Background: an optimization exercise with open tools, aiming at small area and a short achievable clock period. Do not read the settings as production practice.
The RTL was checked by simulation tests, not by an equivalence proof against the original design.
No driver is modelled on the clock port, so clock power and skew are understated where the tree is cut down; a real chip needs a root buffer or a tree.

// ParallelFIR
module ParallelFIR(input wire clk,
                   input wire signed [7:0] x,
                   output reg signed [17:0] y);
Size: about 0.014 mm² of cells after synthesis.
export LEC_CHECK = 0
export CAP_MARGIN = 20
export CORE_MARGIN = 2
export CORE_UTILIZATION = 50
export SLEW_MARGIN = 20
export SYNTH_HIERARCHICAL = 1
export SYNTH_MINIMUM_KEEP_SIZE = 0
create_clock -name core_clock -period 11.0 [get_ports {clk}]
standard.sh (not shown) runs the stock make flow with config.mk's settings and CLKGATE_MAP_FILE= SYNTH_SCRIPT=/design/flow/synth_recipe.tcl, a recipe that flattens the netlist after the stock synthesis.
==> flow/flow/run.sh <==
#!/bin/bash
# The standard layout with three changes to how it is made (the SDC and
# its clock period are unchanged): repair_timing keeps extra setup margin, so
# that it sizes the design for a shorter achieved period; the clock tree uses
# larger clusters and no dummy loads; the port buffers are buf_2 cells.
# Each tool's output is in the ORFS logs; make's output is in standard.log.
set -e
export SETUP_SLACK_MARGIN=7.7
export CTS_ARGS="-sink_clustering_enable -repair_clock_nets -dont_use_dummy_load -buf_list sky130_fd_sc_hd__clkbuf_16 -sink_clustering_size 30 -sink_clustering_max_diameter 200"
export BUFFER_PORTS_ARGS="-buffer_cell sky130_fd_sc_hd__buf_2"
bash standard.sh > standard.log 2>&1
The first run went through all stages and came out clean.
==> next run, changes <==
--- a/flow/flow/run.sh
+++ b/flow/flow/run.sh
@@ -8 +8 @@
-export SETUP_SLACK_MARGIN=7.7
+export SETUP_SLACK_MARGIN=8.2
=>
- The new run ran to the end with no violations
- area after synthesis is unchanged
- critical path depth shrinks by 4
- setup slack gains 0.017 ns
- global-route usage grows by 0.53 points
- die area stays the same
- clock skew went up by 0.021 ns
- sequential cell count stays the same
- via count is higher by 4.6%
- non-clock buffer count grows by 45

== run A ==
ParallelFIR, a different RTL version from the one above (not shown whole).
Size: ~900 cells after synthesis, roughly 280 flip-flops, ~27 I/O pins, ~13,000 um^2 of cells after synthesis.
export LEC_CHECK = 0
export CAP_MARGIN = 5
export CORE_MARGIN = 2
export CORE_UTILIZATION = 50
export SLEW_MARGIN = 5
export SYNTH_HIERARCHICAL = 1
export SYNTH_MINIMUM_KEEP_SIZE = 0
create_clock -name core_clock -period 11.0 [get_ports {clk}]
==> flow/flow/run.sh <==
#!/bin/bash
# The standard layout with these changes to how it is made (the SDC and
# its clock period are unchanged):
#  - repair_timing keeps extra setup margin, so that it sizes the design for a
#    shorter achieved period;
#  - the clock tree uses larger sink clusters and no dummy loads, and after CTS
#    its branch level is removed and the root split in four (flatten_clock.tcl),
#    so every register is clocked through one root buffer and one leaf buffer;
#  - the port buffers are buf_2 cells.
# Each tool's full output is in the ORFS logs; make's output is in
# standard_cts.log and standard.log, the clock edit's in flatten_clock.log.
set -e
export SETUP_SLACK_MARGIN=8.0
export CTS_ARGS="-sink_clustering_enable -repair_clock_nets -dont_use_dummy_load -buf_list sky130_fd_sc_hd__clkbuf_16 -sink_clustering_size 30 -sink_clustering_max_diameter 200"
export BUFFER_PORTS_ARGS="-buffer_cell sky130_fd_sc_hd__buf_2"
bash standard.sh cts > standard_cts.log 2>&1
CLK_ROOTS=4 CTS_ODB=$PWD/orfs/results/$FLOW_PLATFORM/ParallelFIR/base/4_cts.odb openroad -no_init -exit flow/flatten_clock.tcl > flatten_clock.log 2>&1
bash standard.sh > standard.log 2>&1
Other scripts of this flow, unchanged in this note and not shown: flow/flow/flatten_clock.tcl
Run A completed; timing, DRC and antenna clean
### run A -> run B
- SLEW_MARGIN: 5 -> 20
- CAP_MARGIN: 5 -> 20
Results
Global placer's final weighted congestion: run B vs run A — no meaningful difference
Post-cts repair resize count across run A and run B: no real change.
Per the comparison of run B with run A, placement row count has remained practically unchanged; layout sequential cell count has remained practically unchanged; synthesized-area fraction occupied by ao, oa, aoi and oai cells has remained practically unchanged; final setup slack of the worst path has remained practically unchanged.
From run B to run A, proportion of final cell area spent on non-clock buffers did not move at all.
Changes in run C relative to run B:
--- a/flow/flow/run.sh
+++ b/flow/flow/run.sh
@@ -11,6 +11,6 @@
 # standard_cts.log and standard.log, the clock edit's in flatten_clock.log.
 set -e
-export SETUP_SLACK_MARGIN=8.0
-export CTS_ARGS="-sink_clustering_enable -repair_clock_nets -dont_use_dummy_load -buf_list sky130_fd_sc_hd__clkbuf_16 -sink_clustering_size 30 -sink_clustering_max_diameter 200"
+export SETUP_SLACK_MARGIN=7.95
+export CTS_ARGS="-sink_clustering_enable -repair_clock_nets -dont_use_dummy_load -buf_list {sky130_fd_sc_hd__clkbuf_8 sky130_fd_sc_hd__clkbuf_16} -sink_clustering_size 16 -sink_clustering_max_diameter 120"
 export BUFFER_PORTS_ARGS="-buffer_cell sky130_fd_sc_hd__buf_2"
 bash standard.sh cts > standard_cts.log 2>&1
### Flow results
Looking at global-route usage, run C sits 0.42 points higher than run B does. From run B to run C, synthesized area did not move at all. Between run C and run B, the number of nets at the end of the flow is higher for run C. Status: met2 usage parity (run B, run C). Run comparison: run B launch point of the critical path y[16]; run C launch point of the critical path p2_8_0. From run B to run C the numbers moved as follows: average wire per cell in the routed design went up, sequential fraction of total cell area went down 0.58 points, worst clock skew on the final layout fell by 40 ps.

## static timing again, ports no longer ideal
Ports are ideal in the flow. The routed layouts listed here were re-timed in OpenROAD. Step 1: set_driving_cell puts a clkbuf_16 on clk and a buf_2 on each other input, an assumption about the parent block. Step 2 moves the port delays by t, midway between the first and last clock arrival at a register: inputs arrive t later, outputs are due t later. That takes back most of the time a late clock gives input paths. Three values: ideal ports, drivers, drivers and shift; two values: the first two.
run | t, ns | slack for setup (ns) | latest minus earliest clock arrival (ns) | worst slew at a driven data input, ns | cell pins on the clock port's net
the first run of note 1 | 0.528 | 7.848 / 7.827 / 7.848 | 0.010 / 0.010 | 0.03 | 1
the second run of note 1 | 0.526 | 7.866 / 7.818 / 8.007 | 0.031 / 0.031 | 0.03 | 1
run A | 0.384 | 8.043 / 7.946 / 8.062 | 0.084 / 0.084 | 0.03 | 4
run B | 0.384 | 8.043 / 7.946 / 8.062 | 0.084 / 0.084 | 0.03 | 4
run C | 0.401 | 8.032 / 7.956 / 8.032 | 0.052 / 0.052 | 0.03 | 4
After both steps setup and hold are still met in every run listed.
